What follows belongs to an exercise in optimizing a design on an open flow for small area and a short achievable clock period; a production flow would make more cautious choices.
Power and IR drop assume default switching activity.

==> inputs of violet <==
// alu_top
module alu_top(
    input                 clk,
    input        [31 : 0] A,
    input        [31 : 0] B,
    input        [3  : 0] aluop,
    output logic [31 : 0] alures,
    output logic          ZF,
    output logic          OF
);
Settings: LEC_CHECK=0, CAP_MARGIN=20, CORE_MARGIN=2, CORE_UTILIZATION=40, SLEW_MARGIN=20, SYNTH_HIERARCHICAL=1; clock period 15.0 ns.
standard.sh (not shown) runs the stock make flow with config.mk's settings and CLKGATE_MAP_FILE= SYNTH_SCRIPT=/design/flow/synth_recipe.tcl, a recipe that flattens the netlist after the stock synthesis.
==> flow/flow/run.sh <==
#!/bin/bash
# The standard layout (the standard.sh, standard synthesis unchanged), with the
# timing repair after CTS and global routing aiming for a larger setup margin on the
# worst path only.
set -euo pipefail
bash standard.sh SETUP_SLACK_MARGIN=9 TNS_END_PERCENT=0 finish > flow.log 2>&1
==> inputs of harbor, as changes to violet <==
--- a/flow/design.v
+++ b/flow/design.v
@@ -17,38 +17,40 @@
 );
     assign s = x ^ y;
     assign c = x & y;
 endmodule
 module benc(
-    input  m,
-    input  s,
+    input  [3 : 0] op,
     input  b2,
     input  b1,
     input  b0,
     input  d1,
     input  d2,
     output one,
     output two,
     output neg
 );
+    wire m = op[3] & ~op[2] & ~op[1];
+    wire s = ~op[3] & op[2] & (op[1] | op[0]);
     assign one = m ? (b1 ^ b0) : (s & d1);
     assign two = m ? ((b2 & ~b1 & ~b0) | (~b2 & b1 & b0)) : (s & d2);
     assign neg = m & b2;
 endmodule
 module benc0(
-    input  m,
-    input  s,
+    input  [3 : 0] op,
     input  b2,
     input  b1,
     input  d1,
     input  d2,
-    input  c1,
     output one,
     output two,
     output neg
 );
-    assign one = m ? b1 : (s ? d1 : c1);
+    wire m = op[3] & ~op[2] & ~op[1];
+    wire s = ~op[3] & op[2] & (op[1] | op[0]);
+    wire c = op[3] & (op[2] | op[1]);
+    assign one = m ? b1 : (s ? d1 : c);
     assign two = m ? (b2 & ~b1) : (s & d2);
     assign neg = m & b2;
 endmodule
 module bpp(
     input  one,
@@ -61,15 +63,13 @@
     assign pp = ((one & a1) | (two & a0)) ^ neg;
 endmodule
 module mac32(
     input  [31 : 0] a,
     input  [31 : 0] b,
-    input           m,
-    input           s,
+    input  [3 : 0]  op,
     input  [15 : 0] d1,
     input  [15 : 0] d2,
-    input           c1,
     input  [31 : 0] r,
     input           cin,
     output [31 : 0] x,
     output [31 : 0] y
 );
@@ -123,11 +123,11 @@
     wire s737, c738, s739, s740, c741, s742, c743, s744, c745, s746, c747, s748, c749, s750, c751, s752;
     wire c753, s754, c755, s756, c757, s758, c759, s760, c761, s762, c763, s764, c765, s766, c767, s768;
     wire c769, s770, c771, s772, c773, s774, c775, s776, c777, s778, c779, s780, c781, s782, c783, s784;
     wire c785, s786, c787, s788, c789, s790, c791, s792, c793, s794, c795, s796, c797, s798, c799, s800;
     wire c801, s802;
-    benc0 E0(.m(m), .s(s), .b2(b[1]), .b1(b[0]), .d1(d1[0]), .d2(d2[0]), .c1(c1), .one(one[0]), .two(two[0]), .neg(neg[0]));
+    benc0 E0(.op(op), .b2(b[1]), .b1(b[0]), .d1(d1[0]), .d2(d2[0]), .one(one[0]), .two(two[0]), .neg(neg[0]));
     bpp P0_0(.one(one[0]), .two(two[0]), .neg(neg[0]), .a1(a[0]), .a0(1'b0), .pp(pp1));
     bpp P0_1(.one(one[0]), .two(two[0]), .neg(neg[0]), .a1(a[1]), .a0(a[0]), .pp(pp2));
     bpp P0_2(.one(one[0]), .two(two[0]), .neg(neg[0]), .a1(a[2]), .a0(a[1]), .pp(pp3));
     bpp P0_3(.one(one[0]), .two(two[0]), .neg(neg[0]), .a1(a[3]), .a0(a[2]), .pp(pp4));
     bpp P0_4(.one(one[0]), .two(two[0]), .neg(neg[0]), .a1(a[4]), .a0(a[3]), .pp(pp5));
@@ -156,11 +156,11 @@
     bpp P0_27(.one(one[0]), .two(two[0]), .neg(neg[0]), .a1(a[27]), .a0(a[26]), .pp(pp28));
     bpp P0_28(.one(one[0]), .two(two[0]), .neg(neg[0]), .a1(a[28]), .a0(a[27]), .pp(pp29));
     bpp P0_29(.one(one[0]), .two(two[0]), .neg(neg[0]), .a1(a[29]), .a0(a[28]), .pp(pp30));
     bpp P0_30(.one(one[0]), .two(two[0]), .neg(neg[0]), .a1(a[30]), .a0(a[29]), .pp(pp31));
     bpp P0_31(.one(one[0]), .two(two[0]), .neg(neg[0]), .a1(a[31]), .a0(a[30]), .pp(pp32));
-    benc E1(.m(m), .s(s), .b2(b[3]), .b1(b[2]), .b0(b[1]), .d1(d1[1]), .d2(d2[1]), .one(one[1]), .two(two[1]), .neg(neg[1]));
+    benc E1(.op(op), .b2(b[3]), .b1(b[2]), .b0(b[1]), .d1(d1[1]), .d2(d2[1]), .one(one[1]), .two(two[1]), .neg(neg[1]));
     bpp P1_0(.one(one[1]), .two(two[1]), .neg(neg[1]), .a1(a[0]), .a0(1'b0), .pp(pp33));
     bpp P1_1(.one(one[1]), .two(two[1]), .neg(neg[1]), .a1(a[1]), .a0(a[0]), .pp(pp34));
     bpp P1_2(.one(one[1]), .two(two[1]), .neg(neg[1]), .a1(a[2]), .a0(a[1]), .pp(pp35));
     bpp P1_3(.one(one[1]), .two(two[1]), .neg(neg[1]), .a1(a[3]), .a0(a[2]), .pp(pp36));
     bpp P1_4(.one(one[1]), .two(two[1]), .neg(neg[1]), .a1(a[4]), .a0(a[3]), .pp(pp37));
@@ -187,11 +187,11 @@
     bpp P1_25(.one(one[1]), .two(two[1]), .neg(neg[1]), .a1(a[25]), .a0(a[24]), .pp(pp58));
     bpp P1_26(.one(one[1]), .two(two[1]), .neg(neg[1]), .a1(a[26]), .a0(a[25]), .pp(pp59));
     bpp P1_27(.one(one[1]), .two(two[1]), .neg(neg[1]), .a1(a[27]), .a0(a[26]), .pp(pp60));
     bpp P1_28(.one(one[1]), .two(two[1]), .neg(neg[1]), .a1(a[28]), .a0(a[27]), .pp(pp61));
     bpp P1_29(.one(one[1]), .two(two[1]), .neg(neg[1]), .a1(a[29]), .a0(a[28]), .pp(pp62));
-    benc E2(.m(m), .s(s), .b2(b[5]), .b1(b[4]), .b0(b[3]), .d1(d1[2]), .d2(d2[2]), .one(one[2]), .two(two[2]), .neg(neg[2]));
+    benc E2(.op(op), .b2(b[5]), .b1(b[4]), .b0(b[3]), .d1(d1[2]), .d2(d2[2]), .one(one[2]), .two(two[2]), .neg(neg[2]));
     bpp P2_0(.one(one[2]), .two(two[2]), .neg(neg[2]), .a1(a[0]), .a0(1'b0), .pp(pp63));
     bpp P2_1(.one(one[2]), .two(two[2]), .neg(neg[2]), .a1(a[1]), .a0(a[0]), .pp(pp64));
     bpp P2_2(.one(one[2]), .two(two[2]), .neg(neg[2]), .a1(a[2]), .a0(a[1]), .pp(pp65));
     bpp P2_3(.one(one[2]), .two(two[2]), .neg(neg[2]), .a1(a[3]), .a0(a[2]), .pp(pp66));
     bpp P2_4(.one(one[2]), .two(two[2]), .neg(neg[2]), .a1(a[4]), .a0(a[3]), .pp(pp67));
@@ -216,11 +216,11 @@
     bpp P2_23(.one(one[2]), .two(two[2]), .neg(neg[2]), .a1(a[23]), .a0(a[22]), .pp(pp86));
     bpp P2_24(.one(one[2]), .two(two[2]), .neg(neg[2]), .a1(a[24]), .a0(a[23]), .pp(pp87));
     bpp P2_25(.one(one[2]), .two(two[2]), .neg(neg[2]), .a1(a[25]), .a0(a[24]), .pp(pp88));
     bpp P2_26(.one(one[2]), .two(two[2]), .neg(neg[2]), .a1(a[26]), .a0(a[25]), .pp(pp89));
     bpp P2_27(.one(one[2]), .two(two[2]), .neg(neg[2]), .a1(a[27]), .a0(a[26]), .pp(pp90));
-    benc E3(.m(m), .s(s), .b2(b[7]), .b1(b[6]), .b0(b[5]), .d1(d1[3]), .d2(d2[3]), .one(one[3]), .two(two[3]), .neg(neg[3]));
+    benc E3(.op(op), .b2(b[7]), .b1(b[6]), .b0(b[5]), .d1(d1[3]), .d2(d2[3]), .one(one[3]), .two(two[3]), .neg(neg[3]));
     bpp P3_0(.one(one[3]), .two(two[3]), .neg(neg[3]), .a1(a[0]), .a0(1'b0), .pp(pp91));
     bpp P3_1(.one(one[3]), .two(two[3]), .neg(neg[3]), .a1(a[1]), .a0(a[0]), .pp(pp92));
     bpp P3_2(.one(one[3]), .two(two[3]), .neg(neg[3]), .a1(a[2]), .a0(a[1]), .pp(pp93));
     bpp P3_3(.one(one[3]), .two(two[3]), .neg(neg[3]), .a1(a[3]), .a0(a[2]), .pp(pp94));
     bpp P3_4(.one(one[3]), .two(two[3]), .neg(neg[3]), .a1(a[4]), .a0(a[3]), .pp(pp95));
@@ -243,11 +243,11 @@
     bpp P3_21(.one(one[3]), .two(two[3]), .neg(neg[3]), .a1(a[21]), .a0(a[20]), .pp(pp112));
     bpp P3_22(.one(one[3]), .two(two[3]), .neg(neg[3]), .a1(a[22]), .a0(a[21]), .pp(pp113));
     bpp P3_23(.one(one[3]), .two(two[3]), .neg(neg[3]), .a1(a[23]), .a0(a[22]), .pp(pp114));
     bpp P3_24(.one(one[3]), .two(two[3]), .neg(neg[3]), .a1(a[24]), .a0(a[23]), .pp(pp115));
     bpp P3_25(.one(one[3]), .two(two[3]), .neg(neg[3]), .a1(a[25]), .a0(a[24]), .pp(pp116));
-    benc E4(.m(m), .s(s), .b2(b[9]), .b1(b[8]), .b0(b[7]), .d1(d1[4]), .d2(d2[4]), .one(one[4]), .two(two[4]), .neg(neg[4]));
+    benc E4(.op(op), .b2(b[9]), .b1(b[8]), .b0(b[7]), .d1(d1[4]), .d2(d2[4]), .one(one[4]), .two(two[4]), .neg(neg[4]));
     bpp P4_0(.one(one[4]), .two(two[4]), .neg(neg[4]), .a1(a[0]), .a0(1'b0), .pp(pp117));
     bpp P4_1(.one(one[4]), .two(two[4]), .neg(neg[4]), .a1(a[1]), .a0(a[0]), .pp(pp118));
     bpp P4_2(.one(one[4]), .two(two[4]), .neg(neg[4]), .a1(a[2]), .a0(a[1]), .pp(pp119));
     bpp P4_3(.one(one[4]), .two(two[4]), .neg(neg[4]), .a1(a[3]), .a0(a[2]), .pp(pp120));
     bpp P4_4(.one(one[4]), .two(two[4]), .neg(neg[4]), .a1(a[4]), .a0(a[3]), .pp(pp121));
@@ -268,11 +268,11 @@
     bpp P4_19(.one(one[4]), .two(two[4]), .neg(neg[4]), .a1(a[19]), .a0(a[18]), .pp(pp136));
     bpp P4_20(.one(one[4]), .two(two[4]), .neg(neg[4]), .a1(a[20]), .a0(a[19]), .pp(pp137));
     bpp P4_21(.one(one[4]), .two(two[4]), .neg(neg[4]), .a1(a[21]), .a0(a[20]), .pp(pp138));
     bpp P4_22(.one(one[4]), .two(two[4]), .neg(neg[4]), .a1(a[22]), .a0(a[21]), .pp(pp139));
     bpp P4_23(.one(one[4]), .two(two[4]), .neg(neg[4]), .a1(a[23]), .a0(a[22]), .pp(pp140));
-    benc E5(.m(m), .s(s), .b2(b[11]), .b1(b[10]), .b0(b[9]), .d1(d1[5]), .d2(d2[5]), .one(one[5]), .two(two[5]), .neg(neg[5]));
+    benc E5(.op(op), .b2(b[11]), .b1(b[10]), .b0(b[9]), .d1(d1[5]), .d2(d2[5]), .one(one[5]), .two(two[5]), .neg(neg[5]));
     bpp P5_0(.one(one[5]), .two(two[5]), .neg(neg[5]), .a1(a[0]), .a0(1'b0), .pp(pp141));
     bpp P5_1(.one(one[5]), .two(two[5]), .neg(neg[5]), .a1(a[1]), .a0(a[0]), .pp(pp142));
     bpp P5_2(.one(one[5]), .two(two[5]), .neg(neg[5]), .a1(a[2]), .a0(a[1]), .pp(pp143));
     bpp P5_3(.one(one[5]), .two(two[5]), .neg(neg[5]), .a1(a[3]), .a0(a[2]), .pp(pp144));
     bpp P5_4(.one(one[5]), .two(two[5]), .neg(neg[5]), .a1(a[4]), .a0(a[3]), .pp(pp145));
@@ -291,11 +291,11 @@
     bpp P5_17(.one(one[5]), .two(two[5]), .neg(neg[5]), .a1(a[17]), .a0(a[16]), .pp(pp158));
     bpp P5_18(.one(one[5]), .two(two[5]), .neg(neg[5]), .a1(a[18]), .a0(a[17]), .pp(pp159));
     bpp P5_19(.one(one[5]), .two(two[5]), .neg(neg[5]), .a1(a[19]), .a0(a[18]), .pp(pp160));
     bpp P5_20(.one(one[5]), .two(two[5]), .neg(neg[5]), .a1(a[20]), .a0(a[19]), .pp(pp161));
     bpp P5_21(.one(one[5]), .two(two[5]), .neg(neg[5]), .a1(a[21]), .a0(a[20]), .pp(pp162));
-    benc E6(.m(m), .s(s), .b2(b[13]), .b1(b[12]), .b0(b[11]), .d1(d1[6]), .d2(d2[6]), .one(one[6]), .two(two[6]), .neg(neg[6]));
+    benc E6(.op(op), .b2(b[13]), .b1(b[12]), .b0(b[11]), .d1(d1[6]), .d2(d2[6]), .one(one[6]), .two(two[6]), .neg(neg[6]));
     bpp P6_0(.one(one[6]), .two(two[6]), .neg(neg[6]), .a1(a[0]), .a0(1'b0), .pp(pp163));
     bpp P6_1(.one(one[6]), .two(two[6]), .neg(neg[6]), .a1(a[1]), .a0(a[0]), .pp(pp164));
     bpp P6_2(.one(one[6]), .two(two[6]), .neg(neg[6]), .a1(a[2]), .a0(a[1]), .pp(pp165));
     bpp P6_3(.one(one[6]), .two(two[6]), .neg(neg[6]), .a1(a[3]), .a0(a[2]), .pp(pp166));
     bpp P6_4(.one(one[6]), .two(two[6]), .neg(neg[6]), .a1(a[4]), .a0(a[3]), .pp(pp167));
@@ -312,11 +312,11 @@
     bpp P6_15(.one(one[6]), .two(two[6]), .neg(neg[6]), .a1(a[15]), .a0(a[14]), .pp(pp178));
     bpp P6_16(.one(one[6]), .two(two[6]), .neg(neg[6]), .a1(a[16]), .a0(a[15]), .pp(pp179));
     bpp P6_17(.one(one[6]), .two(two[6]), .neg(neg[6]), .a1(a[17]), .a0(a[16]), .pp(pp180));
     bpp P6_18(.one(one[6]), .two(two[6]), .neg(neg[6]), .a1(a[18]), .a0(a[17]), .pp(pp181));
     bpp P6_19(.one(one[6]), .two(two[6]), .neg(neg[6]), .a1(a[19]), .a0(a[18]), .pp(pp182));
-    benc E7(.m(m), .s(s), .b2(b[15]), .b1(b[14]), .b0(b[13]), .d1(d1[7]), .d2(d2[7]), .one(one[7]), .two(two[7]), .neg(neg[7]));
+    benc E7(.op(op), .b2(b[15]), .b1(b[14]), .b0(b[13]), .d1(d1[7]), .d2(d2[7]), .one(one[7]), .two(two[7]), .neg(neg[7]));
     bpp P7_0(.one(one[7]), .two(two[7]), .neg(neg[7]), .a1(a[0]), .a0(1'b0), .pp(pp183));
     bpp P7_1(.one(one[7]), .two(two[7]), .neg(neg[7]), .a1(a[1]), .a0(a[0]), .pp(pp184));
     bpp P7_2(.one(one[7]), .two(two[7]), .neg(neg[7]), .a1(a[2]), .a0(a[1]), .pp(pp185));
     bpp P7_3(.one(one[7]), .two(two[7]), .neg(neg[7]), .a1(a[3]), .a0(a[2]), .pp(pp186));
     bpp P7_4(.one(one[7]), .two(two[7]), .neg(neg[7]), .a1(a[4]), .a0(a[3]), .pp(pp187));
@@ -331,11 +331,11 @@
     bpp P7_13(.one(one[7]), .two(two[7]), .neg(neg[7]), .a1(a[13]), .a0(a[12]), .pp(pp196));
     bpp P7_14(.one(one[7]), .two(two[7]), .neg(neg[7]), .a1(a[14]), .a0(a[13]), .pp(pp197));
     bpp P7_15(.one(one[7]), .two(two[7]), .neg(neg[7]), .a1(a[15]), .a0(a[14]), .pp(pp198));
     bpp P7_16(.one(one[7]), .two(two[7]), .neg(neg[7]), .a1(a[16]), .a0(a[15]), .pp(pp199));
     bpp P7_17(.one(one[7]), .two(two[7]), .neg(neg[7]), .a1(a[17]), .a0(a[16]), .pp(pp200));
-    benc E8(.m(m), .s(s), .b2(b[17]), .b1(b[16]), .b0(b[15]), .d1(d1[8]), .d2(d2[8]), .one(one[8]), .two(two[8]), .neg(neg[8]));
+    benc E8(.op(op), .b2(b[17]), .b1(b[16]), .b0(b[15]), .d1(d1[8]), .d2(d2[8]), .one(one[8]), .two(two[8]), .neg(neg[8]));
     bpp P8_0(.one(one[8]), .two(two[8]), .neg(neg[8]), .a1(a[0]), .a0(1'b0), .pp(pp201));
     bpp P8_1(.one(one[8]), .two(two[8]), .neg(neg[8]), .a1(a[1]), .a0(a[0]), .pp(pp202));
     bpp P8_2(.one(one[8]), .two(two[8]), .neg(neg[8]), .a1(a[2]), .a0(a[1]), .pp(pp203));
     bpp P8_3(.one(one[8]), .two(two[8]), .neg(neg[8]), .a1(a[3]), .a0(a[2]), .pp(pp204));
     bpp P8_4(.one(one[8]), .two(two[8]), .neg(neg[8]), .a1(a[4]), .a0(a[3]), .pp(pp205));
@@ -348,11 +348,11 @@
     bpp P8_11(.one(one[8]), .two(two[8]), .neg(neg[8]), .a1(a[11]), .a0(a[10]), .pp(pp212));
     bpp P8_12(.one(one[8]), .two(two[8]), .neg(neg[8]), .a1(a[12]), .a0(a[11]), .pp(pp213));
     bpp P8_13(.one(one[8]), .two(two[8]), .neg(neg[8]), .a1(a[13]), .a0(a[12]), .pp(pp214));
     bpp P8_14(.one(one[8]), .two(two[8]), .neg(neg[8]), .a1(a[14]), .a0(a[13]), .pp(pp215));
     bpp P8_15(.one(one[8]), .two(two[8]), .neg(neg[8]), .a1(a[15]), .a0(a[14]), .pp(pp216));
-    benc E9(.m(m), .s(s), .b2(b[19]), .b1(b[18]), .b0(b[17]), .d1(d1[9]), .d2(d2[9]), .one(one[9]), .two(two[9]), .neg(neg[9]));
+    benc E9(.op(op), .b2(b[19]), .b1(b[18]), .b0(b[17]), .d1(d1[9]), .d2(d2[9]), .one(one[9]), .two(two[9]), .neg(neg[9]));
     bpp P9_0(.one(one[9]), .two(two[9]), .neg(neg[9]), .a1(a[0]), .a0(1'b0), .pp(pp217));
     bpp P9_1(.one(one[9]), .two(two[9]), .neg(neg[9]), .a1(a[1]), .a0(a[0]), .pp(pp218));
     bpp P9_2(.one(one[9]), .two(two[9]), .neg(neg[9]), .a1(a[2]), .a0(a[1]), .pp(pp219));
     bpp P9_3(.one(one[9]), .two(two[9]), .neg(neg[9]), .a1(a[3]), .a0(a[2]), .pp(pp220));
     bpp P9_4(.one(one[9]), .two(two[9]), .neg(neg[9]), .a1(a[4]), .a0(a[3]), .pp(pp221));
@@ -363,11 +363,11 @@
     bpp P9_9(.one(one[9]), .two(two[9]), .neg(neg[9]), .a1(a[9]), .a0(a[8]), .pp(pp226));
     bpp P9_10(.one(one[9]), .two(two[9]), .neg(neg[9]), .a1(a[10]), .a0(a[9]), .pp(pp227));
     bpp P9_11(.one(one[9]), .two(two[9]), .neg(neg[9]), .a1(a[11]), .a0(a[10]), .pp(pp228));
     bpp P9_12(.one(one[9]), .two(two[9]), .neg(neg[9]), .a1(a[12]), .a0(a[11]), .pp(pp229));
     bpp P9_13(.one(one[9]), .two(two[9]), .neg(neg[9]), .a1(a[13]), .a0(a[12]), .pp(pp230));
-    benc E10(.m(m), .s(s), .b2(b[21]), .b1(b[20]), .b0(b[19]), .d1(d1[10]), .d2(d2[10]), .one(one[10]), .two(two[10]), .neg(neg[10]));
+    benc E10(.op(op), .b2(b[21]), .b1(b[20]), .b0(b[19]), .d1(d1[10]), .d2(d2[10]), .one(one[10]), .two(two[10]), .neg(neg[10]));
     bpp P10_0(.one(one[10]), .two(two[10]), .neg(neg[10]), .a1(a[0]), .a0(1'b0), .pp(pp231));
     bpp P10_1(.one(one[10]), .two(two[10]), .neg(neg[10]), .a1(a[1]), .a0(a[0]), .pp(pp232));
     bpp P10_2(.one(one[10]), .two(two[10]), .neg(neg[10]), .a1(a[2]), .a0(a[1]), .pp(pp233));
     bpp P10_3(.one(one[10]), .two(two[10]), .neg(neg[10]), .a1(a[3]), .a0(a[2]), .pp(pp234));
     bpp P10_4(.one(one[10]), .two(two[10]), .neg(neg[10]), .a1(a[4]), .a0(a[3]), .pp(pp235));
@@ -376,43 +376,43 @@
     bpp P10_7(.one(one[10]), .two(two[10]), .neg(neg[10]), .a1(a[7]), .a0(a[6]), .pp(pp238));
     bpp P10_8(.one(one[10]), .two(two[10]), .neg(neg[10]), .a1(a[8]), .a0(a[7]), .pp(pp239));
     bpp P10_9(.one(one[10]), .two(two[10]), .neg(neg[10]), .a1(a[9]), .a0(a[8]), .pp(pp240));
     bpp P10_10(.one(one[10]), .two(two[10]), .neg(neg[10]), .a1(a[10]), .a0(a[9]), .pp(pp241));
     bpp P10_11(.one(one[10]), .two(two[10]), .neg(neg[10]), .a1(a[11]), .a0(a[10]), .pp(pp242));
-    benc E11(.m(m), .s(s), .b2(b[23]), .b1(b[22]), .b0(b[21]), .d1(d1[11]), .d2(d2[11]), .one(one[11]), .two(two[11]), .neg(neg[11]));
+    benc E11(.op(op), .b2(b[23]), .b1(b[22]), .b0(b[21]), .d1(d1[11]), .d2(d2[11]), .one(one[11]), .two(two[11]), .neg(neg[11]));
     bpp P11_0(.one(one[11]), .two(two[11]), .neg(neg[11]), .a1(a[0]), .a0(1'b0), .pp(pp243));
     bpp P11_1(.one(one[11]), .two(two[11]), .neg(neg[11]), .a1(a[1]), .a0(a[0]), .pp(pp244));
     bpp P11_2(.one(one[11]), .two(two[11]), .neg(neg[11]), .a1(a[2]), .a0(a[1]), .pp(pp245));
     bpp P11_3(.one(one[11]), .two(two[11]), .neg(neg[11]), .a1(a[3]), .a0(a[2]), .pp(pp246));
     bpp P11_4(.one(one[11]), .two(two[11]), .neg(neg[11]), .a1(a[4]), .a0(a[3]), .pp(pp247));
     bpp P11_5(.one(one[11]), .two(two[11]), .neg(neg[11]), .a1(a[5]), .a0(a[4]), .pp(pp248));
     bpp P11_6(.one(one[11]), .two(two[11]), .neg(neg[11]), .a1(a[6]), .a0(a[5]), .pp(pp249));
     bpp P11_7(.one(one[11]), .two(two[11]), .neg(neg[11]), .a1(a[7]), .a0(a[6]), .pp(pp250));
     bpp P11_8(.one(one[11]), .two(two[11]), .neg(neg[11]), .a1(a[8]), .a0(a[7]), .pp(pp251));
     bpp P11_9(.one(one[11]), .two(two[11]), .neg(neg[11]), .a1(a[9]), .a0(a[8]), .pp(pp252));
-    benc E12(.m(m), .s(s), .b2(b[25]), .b1(b[24]), .b0(b[23]), .d1(d1[12]), .d2(d2[12]), .one(one[12]), .two(two[12]), .neg(neg[12]));
+    benc E12(.op(op), .b2(b[25]), .b1(b[24]), .b0(b[23]), .d1(d1[12]), .d2(d2[12]), .one(one[12]), .two(two[12]), .neg(neg[12]));
     bpp P12_0(.one(one[12]), .two(two[12]), .neg(neg[12]), .a1(a[0]), .a0(1'b0), .pp(pp253));
     bpp P12_1(.one(one[12]), .two(two[12]), .neg(neg[12]), .a1(a[1]), .a0(a[0]), .pp(pp254));
     bpp P12_2(.one(one[12]), .two(two[12]), .neg(neg[12]), .a1(a[2]), .a0(a[1]), .pp(pp255));
     bpp P12_3(.one(one[12]), .two(two[12]), .neg(neg[12]), .a1(a[3]), .a0(a[2]), .pp(pp256));
     bpp P12_4(.one(one[12]), .two(two[12]), .neg(neg[12]), .a1(a[4]), .a0(a[3]), .pp(pp257));
     bpp P12_5(.one(one[12]), .two(two[12]), .neg(neg[12]), .a1(a[5]), .a0(a[4]), .pp(pp258));
     bpp P12_6(.one(one[12]), .two(two[12]), .neg(neg[12]), .a1(a[6]), .a0(a[5]), .pp(pp259));
     bpp P12_7(.one(one[12]), .two(two[12]), .neg(neg[12]), .a1(a[7]), .a0(a[6]), .pp(pp260));
-    benc E13(.m(m), .s(s), .b2(b[27]), .b1(b[26]), .b0(b[25]), .d1(d1[13]), .d2(d2[13]), .one(one[13]), .two(two[13]), .neg(neg[13]));
+    benc E13(.op(op), .b2(b[27]), .b1(b[26]), .b0(b[25]), .d1(d1[13]), .d2(d2[13]), .one(one[13]), .two(two[13]), .neg(neg[13]));
     bpp P13_0(.one(one[13]), .two(two[13]), .neg(neg[13]), .a1(a[0]), .a0(1'b0), .pp(pp261));
     bpp P13_1(.one(one[13]), .two(two[13]), .neg(neg[13]), .a1(a[1]), .a0(a[0]), .pp(pp262));
     bpp P13_2(.one(one[13]), .two(two[13]), .neg(neg[13]), .a1(a[2]), .a0(a[1]), .pp(pp263));
     bpp P13_3(.one(one[13]), .two(two[13]), .neg(neg[13]), .a1(a[3]), .a0(a[2]), .pp(pp264));
     bpp P13_4(.one(one[13]), .two(two[13]), .neg(neg[13]), .a1(a[4]), .a0(a[3]), .pp(pp265));
     bpp P13_5(.one(one[13]), .two(two[13]), .neg(neg[13]), .a1(a[5]), .a0(a[4]), .pp(pp266));
-    benc E14(.m(m), .s(s), .b2(b[29]), .b1(b[28]), .b0(b[27]), .d1(d1[14]), .d2(d2[14]), .one(one[14]), .two(two[14]), .neg(neg[14]));
+    benc E14(.op(op), .b2(b[29]), .b1(b[28]), .b0(b[27]), .d1(d1[14]), .d2(d2[14]), .one(one[14]), .two(two[14]), .neg(neg[14]));
     bpp P14_0(.one(one[14]), .two(two[14]), .neg(neg[14]), .a1(a[0]), .a0(1'b0), .pp(pp267));
     bpp P14_1(.one(one[14]), .two(two[14]), .neg(neg[14]), .a1(a[1]), .a0(a[0]), .pp(pp268));
     bpp P14_2(.one(one[14]), .two(two[14]), .neg(neg[14]), .a1(a[2]), .a0(a[1]), .pp(pp269));
     bpp P14_3(.one(one[14]), .two(two[14]), .neg(neg[14]), .a1(a[3]), .a0(a[2]), .pp(pp270));
-    benc E15(.m(m), .s(s), .b2(b[31]), .b1(b[30]), .b0(b[29]), .d1(d1[15]), .d2(d2[15]), .one(one[15]), .two(two[15]), .neg(neg[15]));
+    benc E15(.op(op), .b2(b[31]), .b1(b[30]), .b0(b[29]), .d1(d1[15]), .d2(d2[15]), .one(one[15]), .two(two[15]), .neg(neg[15]));
     bpp P15_0(.one(one[15]), .two(two[15]), .neg(neg[15]), .a1(a[0]), .a0(1'b0), .pp(pp271));
     bpp P15_1(.one(one[15]), .two(two[15]), .neg(neg[15]), .a1(a[1]), .a0(a[0]), .pp(pp272));
     ha H1(.x(neg[11]), .y(r[22]), .s(s273), .c(c274));
     ha H2(.x(r[23]), .y(pp108), .s(s275), .c(c276));
     fa F3(.x(neg[12]), .y(r[24]), .z(pp109), .s(s277), .c(c278));
@@ -696,14 +696,12 @@
     input        [3  : 0] aluop,
     output logic [31 : 0] alures,
     output logic          ZF,
     output logic          OF
 );
-    logic m, addm, shm, rv, sub, lgm;
-    assign m    = aluop[3] & ~aluop[2] & ~aluop[1];
+    logic addm, rv, sub, lgm;
     assign addm = aluop[3] & (aluop[2] | aluop[1]);
-    assign shm  = ~aluop[3] & aluop[2] & (aluop[1] | aluop[0]);
     assign rv   = ~aluop[3] & aluop[2] & aluop[1];
     assign lgm  = ~aluop[3] & ~(aluop[2] & (aluop[1] | aluop[0]));
     assign sub  = aluop[2];
     logic [15 : 0] d1, d2;
     genvar i;
@@ -730,12 +728,12 @@
         assign rev_a[i] = A[31 - i];
     end endgenerate
     assign ma = rv ? rev_a : A;
     assign r  = ({32{addm}} & (B ^ {32{sub}})) | ({32{lgm}} & lres);
     logic [31 : 0] x, y, S;
-    mac32 U_mac(.a(ma), .b(B), .m(m), .s(shm), .d1(d1), .d2(d2), .c1(addm), .r(r),
-                .cin(addm & sub), .x(x), .y(y));
+    mac32 U_mac(.a(ma), .b(B), .op(aluop), .d1(d1), .d2(d2), .r(r), .cin(addm & sub),
+                .x(x), .y(y));
     assign S = x + y;
     logic [31 : 0] px, ox;
     logic          zS;
     assign px = x ^ y;
     assign ox = x | y;
==> qor summary <==
quantity                                                                                   harbor              violet
Slowest stage delay, CP                                                                   0.59 ns             0.63 ns
Post-layout power                                                                         5290 uW             5170 uW
Hold endpoint                                                                  alures[27]$_DFF_P_   alures[9]$_DFF_P_
Largest net degree at the start of global routing                                              49                  36
Shortest clock period the worst path allows after layout                                  6.68 ns             7.18 ns
Data arrival time of the critical path                                                    6.95 ns             7.45 ns
VDD IR-drop max                                                                          0.246 mV            0.285 mV
Basic-gate share of the synthesized area counting and, or, nand and nor cells               11.2%               9.20%
Result of the run                                                        timing/DRC/antenna clean  timing/DRC/antenna clean
Mux contribution to synthesized area                                                       0.144%              0.895%
Full die area                                                                           53800 um2           52500 um2
Via count                                                                                   21000               18600
Vias in the first global route                                                              21000               18900
Crit Reg-Reg Startpoint                                                        aluop_r[1]$_DFF_P_  aluop_r[3]$_DFF_P_
Function was not checked in any run of this note: the RTL went through the layout flow alone.

[afterwards: timing with drivers on the ports]
The results above use ideal ports. As a check the final layouts listed here were re-extracted and re-timed, cells and wires unchanged.
Step 1 sets driving cells, clkbuf_16 on the clock port and buf_2 on the other inputs (assumed; they add their load-dependent delay and slew).
Step 2, shift: input delay + t, output delay - t, t = (earliest + latest rising clock arrival at the registers) / 2. This alone moves slack from input paths to output paths.
Slacks: ideal ports / drivers / drivers and shift; pairs: ideal ports / drivers.
run	t (ns)	setup WS [ns]	worst setup path at the end	latest minus earliest clock arrival (ns)	worst register clock-pin slew, ns
violet	0.433	7.825 / 7.825 / 7.825	register to register	0.019 / 0.019	0.08 / 0.08
harbor	0.440	8.317 / 8.317 / 8.317	register to register	0.021 / 0.021	0.08 / 0.08
After both steps setup and hold are still met in every run listed.
